This is an optimization exercise on Yosys and OpenROAD, whose aim is small area and a short achievable clock period, not a production implementation. Where RTL was checked, it was by simulation tests only, not by an equivalence proof against the original. Power is estimated from default activity; no workload was simulated.

## float_addsub
module float_addsub(
	input wire clk,
	input wire [31:0] v1,
	input wire [31:0] v2,
	input wire op,
	output wire [31:0] vres
);
Size in the first run: about 1,200 cells after synthesis, roughly 13,000 um2 of cells after synthesis.
export LEC_CHECK = 0
export CAP_MARGIN = 20
export CORE_MARGIN = 2
export CORE_UTILIZATION = 40
export CTS_BUF_LIST = sky130_fd_sc_hd__clkbuf_16
export CTS_CLUSTER_DIAMETER = 100
export CTS_CLUSTER_SIZE = 30
export SETUP_SLACK_MARGIN = 1.8
export SLEW_MARGIN = 20
create_clock -name core_clock -period 4.0 [get_ports {clk}]
standard.sh (not shown) runs the stock make flow with config.mk's settings and CLKGATE_MAP_FILE= SYNTH_SCRIPT=/design/flow/synth_recipe.tcl, a recipe that flattens the netlist after the stock synthesis.
==> flow/flow/run.sh <==
#!/bin/bash
set -euo pipefail
export BUFFER_PORTS_ARGS="-buffer_cell sky130_fd_sc_hd__buf_1"
bash standard.sh > standard_flow.log 2>&1
The baseline ran to the end with no violations.
Next try:
--- a/flow/config.mk
+++ b/flow/config.mk
@@ -8 +8 @@
-export CAP_MARGIN = 20
+export CAP_MARGIN = 0
@@ -14,2 +14,2 @@
-export SETUP_SLACK_MARGIN = 1.8
-export SLEW_MARGIN = 20
+export SETUP_SLACK_MARGIN = 1.9
+export SLEW_MARGIN = 0
=> Synthesized cell count is unchanged; clock power climbs by a few percent; setup slack gets better by 0.11 ns; core utilization climbs by 0.75 points; cell count stays flat; total power climbs by a few percent; cell area climbs slightly; global-route usage climbs by 0.18 points; maximum frequency climbs by a few percent; count of clock-buffer cells in the layout is unchanged.
Next try:
--- a/flow/config.mk
+++ b/flow/config.mk
@@ -8 +8 @@
-export CAP_MARGIN = 0
+export CAP_MARGIN = 20
@@ -10 +10 @@
-export CORE_UTILIZATION = 40
+export CORE_UTILIZATION = 60
@@ -15 +15 @@
-export SLEW_MARGIN = 0
+export SLEW_MARGIN = 20
After rerunning:
- combinational power drops by about 3%
- core utilization climbs by 22 points
- cell area drops by 1.7%
Next try:
--- a/flow/config.mk
+++ b/flow/config.mk
@@ -10 +10 @@
-export CORE_UTILIZATION = 60
+export CORE_UTILIZATION = 40
Register-to-register slack gains 0.08 ns.
Die area went up by 49%.
Final area went up by 1.8%.
Sequential share of layout area went down by 0.82 points.
Clock skew went up by 0.018 ns.
Setup slack gains 0.079 ns.
Next try:
==> flow/flow/run.sh (replaced) <==
#!/bin/bash
set -euo pipefail
export BUFFER_PORTS_ARGS="-buffer_cell sky130_fd_sc_hd__buf_2"
bash standard.sh > standard_flow.log 2>&1
--- a/flow/config.mk
+++ b/flow/config.mk
@@ -10 +10 @@
-export CORE_UTILIZATION = 40
+export CORE_UTILIZATION = 60
What happened: Clock skew is lower by 0.030 ns. Routed wire length grows by 0.96%. Synthesized area stays the same. Clock-buffer cell count does not change. Fmax drops by 1.2%. Final area drops by 2.0%.

========
The RTL this note starts from:
==> flow/design.v <==
module ks_add #(parameter N = 25) (
	input  wire [N-1:0] a,
	input  wire [N-1:0] b,
	input  wire         cin,
	output wire [N-1:0] s,
	output wire         cout
);
	localparam L = $clog2(N);
	wire [N-1:0] p = a ^ b;
	wire [N-1:0] g [0:L];
	wire [N-1:0] q [0:L];
	assign g[0] = {(a[N-1:1] & b[N-1:1]), (a[0] & b[0]) | (p[0] & cin)};
	assign q[0] = p;
	genvar k, i;
	generate
		for (k = 0; k < L; k = k + 1) begin : lvl
			for (i = 0; i < N; i = i + 1) begin : bit_
				if (i >= (1 << k)) begin : comb
					assign g[k+1][i] = g[k][i] | (q[k][i] & g[k][i - (1 << k)]);
					assign q[k+1][i] = q[k][i] & q[k][i - (1 << k)];
				end else begin : pass
					assign g[k+1][i] = g[k][i];
					assign q[k+1][i] = q[k][i];
				end
			end
		end
	endgenerate
	assign s = p ^ {g[L][N-2:0], cin};
	assign cout = g[L][N-1];
endmodule
module lzc25(
	input  wire [24:0] v,
	output wire [4:0]  n
);
	wire [31:0] x = {v, 7'h7f};
	wire [15:0] z1;             
	wire [15:0] c1;             
	genvar i;
	generate
		for (i = 0; i < 16; i = i + 1) begin : l1
			assign z1[i] = ~(x[2*i+1] | x[2*i]);
			assign c1[i] = ~x[2*i+1];
		end
	endgenerate
	wire [7:0] z2;
	wire [1:0] c2 [0:7];
	generate
		for (i = 0; i < 8; i = i + 1) begin : l2
			assign z2[i] = z1[2*i+1] & z1[2*i];
			assign c2[i] = z1[2*i+1] ? {1'b1, c1[2*i]} : {1'b0, c1[2*i+1]};
		end
	endgenerate
	wire [3:0] z3;
	wire [2:0] c3 [0:3];
	generate
		for (i = 0; i < 4; i = i + 1) begin : l3
			assign z3[i] = z2[2*i+1] & z2[2*i];
			assign c3[i] = z2[2*i+1] ? {1'b1, c2[2*i]} : {1'b0, c2[2*i+1]};
		end
	endgenerate
	wire [1:0] z4;
	wire [3:0] c4 [0:1];
	generate
		for (i = 0; i < 2; i = i + 1) begin : l4
			assign z4[i] = z3[2*i+1] & z3[2*i];
			assign c4[i] = z3[2*i+1] ? {1'b1, c3[2*i]} : {1'b0, c3[2*i+1]};
		end
	endgenerate
	assign n = z4[1] ? {1'b1, c4[0]} : {1'b0, c4[1]};
endmodule
module float_addsub(
	input wire clk,
	input wire [31:0] v1,
	input wire [31:0] v2,
	input wire op,
	output wire [31:0] vres
);
	wire        s1 = v1[31];
	wire        s2 = v2[31] ^ op;
	wire [7:0]  e1 = v1[30:23];
	wire [7:0]  e2 = v2[30:23];
	wire        sub = s1 ^ s2;
	wire [30:0] bg = v1[30:0] & ~v2[30:0];
	wire [30:0] be = ~(v1[30:0] ^ v2[30:0]);
	function automatic [1:0] cmpc(input [1:0] hi, input [1:0] lo);  
		cmpc = {hi[1] | (hi[0] & lo[1]), hi[0] & lo[0]};
	endfunction
	function automatic [1:0] cmp8(input [7:0] g, input [7:0] e);
		reg [1:0] a0, a1, a2, a3, b0, b1;
		begin
			a0 = cmpc({g[1], e[1]}, {g[0], e[0]});
			a1 = cmpc({g[3], e[3]}, {g[2], e[2]});
			a2 = cmpc({g[5], e[5]}, {g[4], e[4]});
			a3 = cmpc({g[7], e[7]}, {g[6], e[6]});
			b0 = cmpc(a1, a0);
			b1 = cmpc(a3, a2);
			cmp8 = cmpc(b1, b0);
		end
	endfunction
	wire [1:0] ce  = cmp8(bg[30:23], be[30:23]);
	wire [1:0] cf2 = cmp8(bg[22:15], be[22:15]);
	wire [1:0] cf1 = cmp8(bg[14:7], be[14:7]);
	wire [1:0] cf0 = cmp8({bg[6:0], 1'b0}, {be[6:0], 1'b1});
	wire [1:0] cf  = cmpc(cf2, cmpc(cf1, cf0));
	wire        gt = ce[1] | (ce[0] & cf[1]);    
	wire        eq = ce[0] & cf[0];
	wire [7:0]  d12, d21;
	wire        c12, c21;
	ks_add #(8) ad12(.a(e1), .b(~e2), .cin(1'b1), .s(d12), .cout(c12));
	ks_add #(8) ad21(.a(e2), .b(~e1), .cin(1'b1), .s(d21), .cout(c21));
	wire [7:0]  d = c12 ? d12 : d21;         
	wire        ez = (e1 == 8'd0) | (e2 == 8'd0);      
	wire        bz = (e1 == 8'd0) & (e2 == 8'd0);      
	wire        far = ez | (d[7:5] != 3'd0) | (d[4:3] == 2'b11);
	reg         r1_s, r1_sub, r1_kill;
	reg  [7:0]  r1_e;
	reg  [22:0] r1_fb, r1_fs;
	reg  [4:0]  r1_sh;
	always @(posedge clk) begin
		r1_s    <= (gt ? s1 : s2) & ~(eq & sub);
		r1_sub  <= sub;
		r1_kill <= bz | (eq & sub);
		r1_e    <= gt ? e1 : e2;
		r1_fb   <= gt ? v1[22:0] : v2[22:0];
		r1_fs   <= gt ? v2[22:0] : v1[22:0];
		r1_sh   <= far ? 5'd31 : d[4:0];
	end
	wire [23:0] t0 = r1_sh[0] ? {1'b0, 1'b1, r1_fs[22:1]} : {1'b1, r1_fs};
	wire [23:0] t1 = r1_sh[1] ? {2'b0, t0[23:2]} : t0;
	wire [23:0] t2 = r1_sh[2] ? {4'b0, t1[23:4]} : t1;
	wire [23:0] t3 = r1_sh[3] ? {8'b0, t2[23:8]} : t2;
	wire [23:0] t4 = r1_sh[4] ? {16'b0, t3[23:16]} : t3;
	reg         q_s, q_sub, q_kill;
	reg  [7:0]  q_e;
	reg  [22:0] q_fb;
	reg  [23:0] q_sm;
	always @(posedge clk) begin
		q_s    <= r1_s;
		q_sub  <= r1_sub;
		q_kill <= r1_kill;
		q_e    <= r1_e + 8'd1;
		q_fb   <= r1_fb;
		q_sm   <= t4 ^ {24{r1_sub}};
	end
	wire [24:0] sum;
	wire        cout_unused;
	ks_add #(25) addm(.a({2'b01, q_fb}), .b({q_sub, q_sm}), .cin(q_sub), .s(sum), .cout(cout_unused));
	reg         r2_s, r2_kill;
	reg  [7:0]  r2_e;
	reg  [24:0] r2_r;
	always @(posedge clk) begin
		r2_s    <= q_s;
		r2_kill <= q_kill;
		r2_e    <= q_e;
		r2_r    <= sum;
	end
	wire [4:0] lz;
	lzc25 lzm(.v(r2_r), .n(lz));
	reg         r3_s, r3_kill;
	reg  [7:0]  r3_e;
	reg  [24:0] r3_r;
	reg  [4:0]  r3_lz;
	always @(posedge clk) begin
		r3_s    <= r2_s;
		r3_kill <= r2_kill;
		r3_e    <= r2_e;
		r3_r    <= r2_r;
		r3_lz   <= lz;
	end
	wire [24:0] n0 = r3_lz[4] ? {r3_r[8:0], 16'b0} : r3_r;
	wire [24:0] n1 = r3_lz[3] ? {n0[16:0], 8'b0} : n0;
	wire [24:0] n2 = r3_lz[2] ? {n1[20:0], 4'b0} : n1;
	wire [24:0] n3 = r3_lz[1] ? {n2[22:0], 2'b0} : n2;
	wire [24:0] n4 = r3_lz[0] ? {n3[23:0], 1'b0} : n3;
	wire [7:0]  ne = r3_e - {3'b0, r3_lz};
	reg  [31:0] r4, r5, r6;
	always @(posedge clk) begin
		r4 <= {r3_s, r3_kill ? 8'd0 : ne, r3_kill ? 23'd0 : n4[23:1]};
		r5 <= r4;
		r6 <= r5;
	end
	assign vres = r6;
endmodule
==> flow/config.mk <==
export PLATFORM = sky130hd
export DESIGN_NAME = float_addsub
export DESIGN_NICKNAME = float_addsub
export VERILOG_FILES = /design/flow/design.v
export SDC_FILE = /design/flow/constraint.sdc
export NUM_CORES = 4
export LEC_CHECK = 0
export CAP_MARGIN = 20
export CORE_MARGIN = 2
export CORE_UTILIZATION = 40
export SLEW_MARGIN = 20
==> flow/constraint.sdc <==
create_clock -name core_clock -period 4.0 [get_ports {clk}]
set_input_delay 0.8000 -clock core_clock [delete_from_list [all_inputs] [get_ports {clk}]]
set_output_delay 0.8000 -clock core_clock [all_outputs]
set_load 0.01 [all_outputs]
run.sh (not shown) runs the stock make flow with config.mk's settings and CLKGATE_MAP_FILE= SYNTH_SCRIPT=/design/flow/synth_recipe.tcl, a recipe that flattens the netlist after the stock synthesis.
Stock flow here: none of the scripts above is used.
Change:
==> flow/flow/run.sh (new file) <==
#!/bin/bash
set -euo pipefail
export BUFFER_PORTS_ARGS="-buffer_cell sky130_fd_sc_hd__buf_2"
bash standard.sh > standard_flow.log 2>&1
==> flow/standard.sh (new file) <==
#!/bin/bash
# synth_recipe.tcl (not shown) runs the flow's synth.tcl, then flattens the netlist and writes it again
# the make line also repeats each setting of config.mk as NAME=value (left out here)
make -C /OpenROAD-flow-scripts/flow DESIGN_CONFIG=/design/flow/config.mk WORK_HOME=/design/flow/orfs CLKGATE_MAP_FILE= SYNTH_SCRIPT=/design/flow/synth_recipe.tcl "${@:-finish}"
CTS_BUF_LIST = sky130_fd_sc_hd__clkbuf_8   (was default)
CTS_CLUSTER_DIAMETER = 50   (was default)
CTS_CLUSTER_SIZE = 20   (was default)
SETUP_SLACK_MARGIN = 1.5   (was default)
removed: flow/run.sh
Result:
- The new run completed with no timing, DRC or antenna violations
- final cell count is lower slightly
- worst setup slack is better by 730 ps
- global-route usage is higher by 0.36 points
- area after synthesis does not change
- critical path depth is lower by 1
No run of this note included a check of the RTL's function; only the layout flow was run.

========
Starts from the design.v that is shown in full above.
clock: 4.0 ns
lec_check: 0
cap_margin: 20
core_margin: 2
core_utilization: 40
setup_slack_margin: 2.0
slew_margin: 20
Stock flow here: none of the scripts above is used.
The starting point ran to the end with no violations.
Then changed:
==> flow/flow/run.sh (new file) <==
#!/bin/bash
set -euo pipefail
export BUFFER_PORTS_ARGS="-buffer_cell sky130_fd_sc_hd__buf_2"
bash standard.sh > standard_flow.log 2>&1
==> flow/standard.sh (new file) <==
#!/bin/bash
# synth_recipe.tcl (not shown) runs the flow's synth.tcl, then flattens the netlist and writes it again
# the make line also repeats each setting of config.mk as NAME=value (left out here)
make -C /OpenROAD-flow-scripts/flow DESIGN_CONFIG=/design/flow/config.mk WORK_HOME=/design/flow/orfs CLKGATE_MAP_FILE= SYNTH_SCRIPT=/design/flow/synth_recipe.tcl "${@:-finish}"
Settings changed: SETUP_SLACK_MARGIN 2.0 to 1.5.
removed: flow/run.sh
Outcome: Wire length falls by 4.9%. Via count falls by 4.5%. Final area falls by 9.3%. Global-route usage falls by 0.74 points. Fmax rises by 0.60%. Non-clock buffer count falls by 63.
Then changed:
Settings changed: CTS_BUF_LIST set to sky130_fd_sc_hd__clkbuf_16, CTS_CLUSTER_DIAMETER set to 100, CTS_CLUSTER_SIZE set to 30.
- The new run finished with timing, DRC and antenna clean
- non-clock buffer count went down by 5
- total power is lower by roughly a tenth
- routed wire length went down by a few percent
- clock skew is higher by 0.011 ns
- design area came out lower by a few percent
- count of clock-buffer cells in the layout decreases by 22
- worst setup slack improves by 0.029 ns
- global-route usage fell by 0.27 points
- synthesized cell count does not change
- utilization is lower by 2.2 points
Then changed:
==> flow/run.sh (new file) <==
#!/bin/bash
# synth_recipe.tcl (not shown) runs the flow's synth.tcl, then flattens the netlist and writes it again
# the make line also repeats each setting of config.mk as NAME=value (left out here)
make -C /OpenROAD-flow-scripts/flow DESIGN_CONFIG=/design/flow/config.mk WORK_HOME=/design/flow/orfs CLKGATE_MAP_FILE= SYNTH_SCRIPT=/design/flow/synth_recipe.tcl finish
Settings changed: CTS_BUF_LIST sky130_fd_sc_hd__clkbuf_16 to not set, CTS_CLUSTER_DIAMETER 100 to not set, CTS_CLUSTER_SIZE 30 to not set.
removed: flow/flow/run.sh
removed: flow/standard.sh
=>
- non-clock buffer count went up by 28
- clock-buffer cell count rises by 22
- wire length came out higher by 4.4%
- hold slack stays flat
- cell area increases by 11%
- setup slack is worse by 0.20 ns
- global-route usage came out higher by 0.39 points
- critical path depth increases by 1
- maximum frequency came out lower by 7.3%
No run of this note included a check of the RTL's function; only the layout flow was run.

========
float_addsub, a different RTL version from the one above (not shown whole).
Size: about 1200 cells after synthesis, ~340 flip-flops, about 98 I/O pins.
clock: 4.0 ns
lec_check: 0
cap_margin: 20
core_margin: 2
core_utilization: 60
cts_buf_list: sky130_fd_sc_hd__clkbuf_16
cts_cluster_diameter: 100
cts_cluster_size: 30
setup_slack_margin: 2.0
slew_margin: 20
standard.sh (not shown) runs the stock make flow with config.mk's settings and CLKGATE_MAP_FILE= SYNTH_SCRIPT=/design/flow/synth_recipe.tcl, a recipe that flattens the netlist after the stock synthesis.
==> flow/flow/run.sh <==
#!/bin/bash
set -euo pipefail
export BUFFER_PORTS_ARGS="-buffer_cell sky130_fd_sc_hd__buf_1"
bash standard.sh > standard_flow.log 2>&1
Edit:
Settings changed: SETUP_SLACK_MARGIN 2.0 to 1.9.
=>
- global-route usage rises by 0.20 points
- utilization falls by 0.53 points
- final area falls slightly
- register-to-register slack stays flat
- non-clock buffer count falls by 3
- routed wire length falls slightly
Edit:
Settings changed: CAP_MARGIN 20 to 0, SLEW_MARGIN 20 to 0.
After rerunning:
- routed wire length stays the same
- final area is unchanged
- setup slack stays the same
- total power does not change
No functional check of the RTL was part of any run of this note.

========
Setup of old:
Another version of the RTL of float_addsub (not shown whole).
Size: about 1200 cells after synthesis, ~98 I/O pins, ~13000 um2 of cells after synthesis.
clock: 4.0 ns
lec_check: 0
abc_clock_period_in_ps: 1500
cap_margin: 20
core_margin: 2
core_utilization: 60
cts_buf_list: sky130_fd_sc_hd__clkbuf_16
cts_cluster_diameter: 100
cts_cluster_size: 30
setup_slack_margin: 1.9
slew_margin: 20
Scripts as last shown in full above: flow/flow/run.sh
What new does differently from old at the input level:
--- a/flow/config.mk
+++ b/flow/config.mk
@@ -6,11 +6,10 @@
 export NUM_CORES = 4
 export LEC_CHECK = 0
-export ABC_CLOCK_PERIOD_IN_PS = 1500
 export CAP_MARGIN = 20
 export CORE_MARGIN = 2
 export CORE_UTILIZATION = 60
-export CTS_BUF_LIST = sky130_fd_sc_hd__clkbuf_16
-export CTS_CLUSTER_DIAMETER = 100
-export CTS_CLUSTER_SIZE = 30
+export CTS_BUF_LIST = sky130_fd_sc_hd__clkbuf_8
+export CTS_CLUSTER_DIAMETER = 60
+export CTS_CLUSTER_SIZE = 22
 export SETUP_SLACK_MARGIN = 1.9
 export SLEW_MARGIN = 20
Notes after the runs:
- Between old and new, fraction of final layout cells with drive strength greater than 1 increased.
- new vs old — power consumed by combinational cells rose about 1%.
- Row non-clock buffer instance count of the final layout: new lower / old higher
- Status | old and new | clean
- new vs. old: net total in the final layout higher; worst setup slack climbed 0.051 ns; final design instance area without fill +130 um2.
Function was not checked in any run of this note: the RTL went through the layout flow alone.

what the ideal ports hide:
How much do the figures lean on ideal ports? The routed layouts below were timed once more, with nothing changed but the port constraints. Step 1 sets driving cells, clkbuf_16 on the clock port and buf_2 on the other inputs (assumed; they add their load-dependent delay and slew). Step 2 times the ports against the registers' clock, not the clock port: input delays grow and output delays shrink by t, the midpoint of the rising clock arrivals with the driver on. Slacks: ideal / step 1 / step 2; pairs: ideal / step 1.
| run | shift t [ns] | setup slack, ns | worst setup path at the end | clock arrival spread, ns | slew at the worst register clock pin (ns) |
|---|---|---|---|---|---|
| the first run of note 1 | 0.550 | 1.898 / 1.919 / 1.372 | input to register | 0.026 / 0.025 | 0.11 / 0.11 |
| the second run of note 1 | 0.544 | 2.003 / 2.003 / 1.497 | input to register | 0.045 / 0.045 | 0.11 / 0.11 |
| the third run of note 1 | 0.536 | 1.925 / 1.925 / 1.441 | input to register | 0.026 / 0.026 | 0.11 / 0.11 |
| the fourth run of note 1 | 0.544 | 2.003 / 2.003 / 1.497 | input to register | 0.045 / 0.045 | 0.11 / 0.11 |
| the fifth run of note 1 | 0.531 | 1.980 / 2.002 / 1.475 | input to register | 0.013 / 0.014 | 0.11 / 0.11 |
| the first run of note 2 | 0.587 | 0.760 / 0.784 / 0.197 | input to register | 0.018 / 0.018 | 0.06 / 0.06 |
| the second run of note 2 | 0.602 | 1.487 / 1.500 / 0.898 | input to register | 0.030 / 0.030 | 0.11 / 0.11 |
| the first run of note 3 | 0.580 | 1.464 / 1.496 / 0.916 | input to register | 0.016 / 0.016 | 0.07 / 0.07 |
| the second run of note 3 | 0.589 | 1.479 / 1.477 / 0.888 | input to register | 0.012 / 0.011 | 0.06 / 0.06 |
| the third run of note 3 | 0.537 | 1.507 / 1.506 / 0.969 | input to register | 0.022 / 0.022 | 0.11 / 0.11 |
| the fourth run of note 3 | 0.589 | 1.311 / 1.338 / 0.749 | input to register | 0.016 / 0.016 | 0.06 / 0.06 |
| the first run of note 4 | 0.532 | 1.997 / 1.997 / 1.548 | input to register | 0.020 / 0.019 | 0.11 / 0.11 |
| the second run of note 4 | 0.536 | 2.009 / 2.009 / 1.497 | input to register | 0.022 / 0.023 | 0.11 / 0.11 |
| the third run of note 4 | 0.536 | 2.009 / 2.009 / 1.497 | input to register | 0.022 / 0.023 | 0.11 / 0.11 |
| old | 0.536 | 1.931 / 1.915 / 1.379 | input to register | 0.030 / 0.029 | 0.11 / 0.11 |
| new | 0.601 | 1.982 / 1.973 / 1.372 | input to register | 0.022 / 0.021 | 0.12 / 0.12 |
After both steps setup and hold are still met in every run listed. For new, which loses most, drivers alone change the setup slack by -0.009 ns; drivers and shift together by -0.610 ns.
